Context: an optimization exercise on an open-source flow, tuned for small area and a short achievable clock period. The choices shown serve that exercise and are no tape-out recipe. Function was checked by simulation only, so behaviour that the tests miss may differ from the original. No driver is modelled on the clock port, so clocking that relies on it looks cheaper here than on a real chip.

## montgomery_top
module montgomery_top (
    input           clk     ,
    input           rst_n   ,
    input           en      ,
    input   [11:0]  a       ,
    input   [11:0]  b       ,
    output          busy    ,
    output          done    ,
    output  [11:0]  r
);
clock: 8.0 ns
lec_check: 0
abc_clock_period_in_ps: 3500
cap_margin: 20
core_margin: 2
core_utilization: 65
cts_buf_list: sky130_fd_sc_hd__clkbuf_8
cts_cluster_size: 40
setup_slack_margin: 4.4
slew_margin: 20
synth_hierarchical: 1
standard.sh (not shown) runs the stock make flow with config.mk's settings and CLKGATE_MAP_FILE= SYNTH_SCRIPT=/design/flow/synth_recipe.tcl, a recipe that flattens the netlist after the stock synthesis.
==> flow/flow/run.sh <==
#!/bin/bash
# Standard layout, with the port buffers made from the smallest plain buffer and
# no dummy loads in the clock tree.
set -euo pipefail
bash standard.sh "BUFFER_PORTS_ARGS=-buffer_cell sky130_fd_sc_hd__buf_1" \
  "CTS_ARGS=-sink_clustering_enable -repair_clock_nets -dont_use_dummy_load -sink_clustering_size 40 -buf_list sky130_fd_sc_hd__clkbuf_8" \
  finish > standard_flow.log 2>&1
The baseline produced a clean layout.
==> next run, changes <==
==> flow/flow/run.sh (replaced) <==
#!/bin/bash
# Standard layout, with the port buffers made from the smallest plain buffer, no
# dummy loads in the clock tree, and busy's OR rebuilt as nor2 + inv (busy.tcl).
set -euo pipefail
here=$(pwd)
bash standard.sh "BUFFER_PORTS_ARGS=-buffer_cell sky130_fd_sc_hd__buf_1" \
  "CTS_ARGS=-sink_clustering_enable -repair_clock_nets -dont_use_dummy_load -sink_clustering_size 40 -buf_list sky130_fd_sc_hd__clkbuf_8" \
  "PRE_GLOBAL_PLACE_TCL=$here/flow/busy.tcl" \
  finish > standard_flow.log 2>&1
==> flow/flow/busy.tcl (new file) <==
# Before global placement: rebuild busy = en | done as nor2 + inv, which is
# faster than an or2 on the input-to-output path. Same function.
set drv ""
foreach pin [get_pins -of_objects [get_nets busy]] {
  if {[get_property $pin direction] == "output"} { set drv $pin }
}
if {$drv != ""} {
  set inst [get_cells -of_objects $drv]
  set cell [get_property $inst ref_name]
  if {[string match "sky130_fd_sc_hd__or2_*" $cell]} {
    set name [get_property $inst name]
    set na [get_nets -of_objects [get_pins $name/A]]
    set nb [get_nets -of_objects [get_pins $name/B]]
    set ny [get_nets -of_objects [get_pins $name/X]]
    delete_instance $name
    set mid [make_net busy_nor_n]
    make_instance busy_nor sky130_fd_sc_hd__nor2_2
    make_instance busy_inv sky130_fd_sc_hd__inv_2
    connect_pin $na busy_nor/A
    connect_pin $nb busy_nor/B
    connect_pin $mid busy_nor/Y
    connect_pin $mid busy_inv/A
    connect_pin $ny busy_inv/Y
    foreach p {busy_nor/A busy_nor/B busy_nor/Y busy_inv/A busy_inv/Y} {
      if {[get_nets -quiet -of_objects [get_pins $p]] == ""} { error "busy.tcl: $p not connected" }
    }
    puts "busy.tcl: replaced $name ($cell) by nor2 + inv"
  }
}
SETUP_SLACK_MARGIN = 4.6   (was 4.4)
Result: Final area went up slightly; count of clock-buffer cells in the layout stays the same; fmax increases by a few percent; routed wire length climbs by a few percent.
==> next run, changes <==
SETUP_SLACK_MARGIN = 4.5   (was 4.6)
Result: The new run passed the timing, design-rule and antenna checks. Core utilization is higher by 0.13 points. Routed wire length is lower by 4.4%. Global-route usage is lower by 1.3 points. Clock skew is lower by 0.0078 ns. Via count is lower by 1.8%. Final area is about the same. Count of clock-buffer cells in the layout stays the same. Setup slack gets worse by 0.014 ns.

---

job 6923:
montgomery_top again, from the RTL that the note above started with.
## montgomery_top
module montgomery_top (
    input           clk     ,
    input           rst_n   ,
    input           en      ,
    input   [11:0]  a       ,
    input   [11:0]  b       ,
    output          busy    ,
    output          done    ,
    output  [11:0]  r
);
reg [4:0] vld;
always @(posedge clk) begin
    if (!rst_n) vld <= 5'd0;
    else        vld <= {vld[3:0], en};
end
assign done = vld[4];
assign busy = en | done;
reg [11:0] a0, b0;
always @(posedge clk) begin
    a0 <= a;
    b0 <= b;
end
montgomery_multiply u_mm (.clk(clk), .a0(a0), .b0(b0), .r(r));
endmodule
==> flow/config.mk <==
export PLATFORM = sky130hd
export DESIGN_NAME = montgomery_top
export DESIGN_NICKNAME = montgomery_top
export VERILOG_FILES = /design/flow/design.v
export SDC_FILE = /design/flow/constraint.sdc
export NUM_CORES = 4
export LEC_CHECK = 0
export ABC_CLOCK_PERIOD_IN_PS = 3500
export CAP_MARGIN = 20
export CORE_MARGIN = 2
export CORE_UTILIZATION = 65
export CTS_BUF_LIST = sky130_fd_sc_hd__clkbuf_8
export CTS_CLUSTER_SIZE = 40
export PLACE_DENSITY = 0.75
export SETUP_SLACK_MARGIN = 4.6
export SLEW_MARGIN = 20
export SYNTH_HIERARCHICAL = 1
==> flow/constraint.sdc <==
create_clock -name core_clock -period 8.0 [get_ports {clk}]
set_input_delay 1.6000 -clock core_clock [delete_from_list [all_inputs] [get_ports {clk}]]
set_output_delay 1.6000 -clock core_clock [all_outputs]
set_load 0.01 [all_outputs]
==> flow/flow/run.sh <==
#!/bin/bash
# Standard layout, with the port buffers made from the smallest plain buffer, no
# dummy loads in the clock tree, and busy's OR rebuilt as nor2 + inv (busy.tcl).
set -euo pipefail
here=$(pwd)
bash standard.sh "BUFFER_PORTS_ARGS=-buffer_cell sky130_fd_sc_hd__buf_1" \
  "CTS_ARGS=-sink_clustering_enable -repair_clock_nets -dont_use_dummy_load -sink_clustering_size 40 -buf_list sky130_fd_sc_hd__clkbuf_8" \
  "PRE_GLOBAL_PLACE_TCL=$here/flow/busy.tcl" \
  finish > standard_flow.log 2>&1
==> flow/flow/busy.tcl <==
# Before global placement: rebuild busy = en | done as nor2 + inv, which is
# faster than an or2 on the input-to-output path. Same function.
set drv ""
foreach pin [get_pins -of_objects [get_nets busy]] {
  if {[get_property $pin direction] == "output"} { set drv $pin }
}
if {$drv != ""} {
  set inst [get_cells -of_objects $drv]
  set cell [get_property $inst ref_name]
  if {[string match "sky130_fd_sc_hd__or2_*" $cell]} {
    set name [get_property $inst name]
    set na [get_nets -of_objects [get_pins $name/A]]
    set nb [get_nets -of_objects [get_pins $name/B]]
    set ny [get_nets -of_objects [get_pins $name/X]]
    delete_instance $name
    set mid [make_net busy_nor_n]
    make_instance busy_nor sky130_fd_sc_hd__nor2_2
    make_instance busy_inv sky130_fd_sc_hd__inv_2
    connect_pin $na busy_nor/A
    connect_pin $nb busy_nor/B
    connect_pin $mid busy_nor/Y
    connect_pin $mid busy_inv/A
    connect_pin $ny busy_inv/Y
    foreach p {busy_nor/A busy_nor/B busy_nor/Y busy_inv/A busy_inv/Y} {
      if {[get_nets -quiet -of_objects [get_pins $p]] == ""} { error "busy.tcl: $p not connected" }
    }
    puts "busy.tcl: replaced $name ($cell) by nor2 + inv"
  }
}
For job 3131, these inputs were changed with respect to job 6923:
- GPL_ROUTABILITY_DRIVEN now 0, previously not set
- GPL_TIMING_DRIVEN now 0, previously not set
- PLACE_DENSITY no longer set, was 0.75
==> comparison <==
- Job 3131 reports a lower length of routed wiring on met1 than job 6923 does.
- Number of non-clock buffers (job 6923 / job 3131): 0.80
- Minimum clock period delta (job 3131 -> job 6923): insignificant
- Comparing job 3131 and job 6923, the higher logic depth of the worst setup path including buffers was measured on job 3131.
- Job 6923 → job 3131: count of H-tree levels built during CTS level, worst path setup slack after routing was more or less identical, post-placement setup slack rose by 0.059 ns.
- Measured against each other, job 3131 and job 6923 differ in worst hold slack after final layout, the lower figure coming from job 6923.
- Relative to job 6923, the final cell area reported for job 3131 is higher.
## Diff of input files: job 2907 against job 3131
- GPL_ROUTABILITY_DRIVEN no longer set, was 0
- GPL_TIMING_DRIVEN no longer set, was 0
- SETUP_SLACK_MARGIN now 4.4, was 4.6
==> notes.md <==
- The last element of the critical path comes out u_mm.p2r[19]$_DFF_P_ in one run and u_mm.plo1[8]$_DFF_P_ in the other, namely in job 2907 and job 3131 respectively.
- Diff job 3131 -> job 2907: via count fell 0.91%, final worst slack fell 0.019 ns, post-synthesis to final-layout area growth lower.
- Delay of the slowest cell on the worst path was higher in the run labelled job 3131.
- Job 2907: fraction of met3 tracks used by global routing 0.78 points above job 3131
- Job 3131 → job 2907: wire length of the first global-routing pass rose about 0.3%; total wirelength of the detailed-routed design rose 4.8%; logic depth of the worst path, buffers included rose 3; via density per instance rose 0.13.
diff inputs: job 2907 => job 1922
- changing SETUP_SLACK_MARGIN from 4.4 to 4.6
==> flow/flow/run.sh <==
#!/bin/bash
# Standard layout, with the port buffers made from the smallest plain buffer, no
# dummy loads in the clock tree, and busy's OR rebuilt as nor2 + inv (busy.tcl).
set -euo pipefail
here=$(pwd)
bash standard.sh "BUFFER_PORTS_ARGS=-buffer_cell sky130_fd_sc_hd__buf_1" \
  "CTS_ARGS=-sink_clustering_enable -repair_clock_nets -dont_use_dummy_load -sink_clustering_size 40 -buf_list sky130_fd_sc_hd__clkbuf_4" \
  "PRE_GLOBAL_PLACE_TCL=$here/flow/busy.tcl" \
  finish > standard_flow.log 2>&1
[summary]
Job 1922 -> job 2907: top-level port count delta 0, exact match
Relative to job 2907, arrival time reported for the critical path endpoint has decreased by 1.97 ns in job 1922.
Job 1922 vs job 2907 — core utilization rose 1.2 points.
Job 1922: placed cell area is 0.60% higher than what job 2907 reported.
End of the critical path: r[10] -> job 1922, u_mm.p2r[19]$_DFF_P_ -> job 2907
Between job 2907 and job 1922, the share of cell area taken by multi-input logic gates figures differ only marginally.
On job 1922: met1 routing resource usage after global routing is 0.38 points higher than what job 2907 gave.
--- input diff job 1922..job 7376 ---
==> flow/flow/run.sh <==
#!/bin/bash
# Standard layout, with the port buffers made from the smallest plain buffer, no
# dummy loads in the clock tree, and busy's OR rebuilt as nor2 + inv (busy.tcl).
set -euo pipefail
here=$(pwd)
bash standard.sh "BUFFER_PORTS_ARGS=-buffer_cell sky130_fd_sc_hd__buf_1" \
  "CTS_ARGS=-sink_clustering_enable -repair_clock_nets -dont_use_dummy_load -sink_clustering_size 40 -buf_list sky130_fd_sc_hd__clkbuf_8" \
  "PRE_GLOBAL_PLACE_TCL=$here/flow/busy.tcl" "PRE_CTS_TCL=$here/flow/cts_pre.tcl" \
  finish > standard_flow.log 2>&1
==> flow/flow/cts_pre.tcl (new file) <==
set_max_fanout 40 [current_design]
[summary]
Relative to job 1922, the cell depth of the worst setup path of job 7376 is lower by 4.
The final design utilization on job 7376 is in line with that on job 1922.

==> static timing again, ports no longer ideal <==
No port has a modelled driver above. Below, the same layouts with a new extraction and two added sets of constraints. Step 1 (the two cells are an assumption about what drives the block):
set clk [get_ports {clk}]
set_driving_cell -lib_cell sky130_fd_sc_hd__clkbuf_16 $clk
set_driving_cell -lib_cell sky130_fd_sc_hd__buf_2 [delete_from_list [all_inputs] $clk]
Step 2 times the ports against the registers' clock, not the clock port: input delays grow and output delays shrink by t, the midpoint of the rising clock arrivals with the driver on. a / b / c = no drivers / after step 1 / after step 2; a / b = the first two.
| run | shift t [ns] | slack for setup (ns) | worst hold slack (ns) |
|---|---|---|---|
| the first run of note 1 | 0.463 | 4.409 / 4.385 / 4.385 | 0.328 / 0.328 / 0.328 |
| the second run of note 1 | 0.463 | 4.485 / 4.440 / 4.440 | 0.326 / 0.326 / 0.326 |
| the third run of note 1 | 0.456 | 4.471 / 4.436 / 4.436 | 0.330 / 0.330 / 0.330 |
| job 6923 | 0.475 | 4.458 / 4.422 / 4.422 | 0.298 / 0.298 / 0.298 |
| job 3131 | 0.463 | 4.455 / 4.436 / 4.436 | 0.326 / 0.326 / 0.326 |
| job 2907 | 0.457 | 4.437 / 4.437 / 4.437 | 0.328 / 0.328 / 0.328 |
| job 1922 | 0.550 | 4.439 / 4.404 / 4.441 | 0.335 / 0.335 / 0.335 |
| job 7376 | 0.463 | 4.485 / 4.440 / 4.440 | 0.326 / 0.326 / 0.326 |
After both steps setup and hold are still met in every run listed.
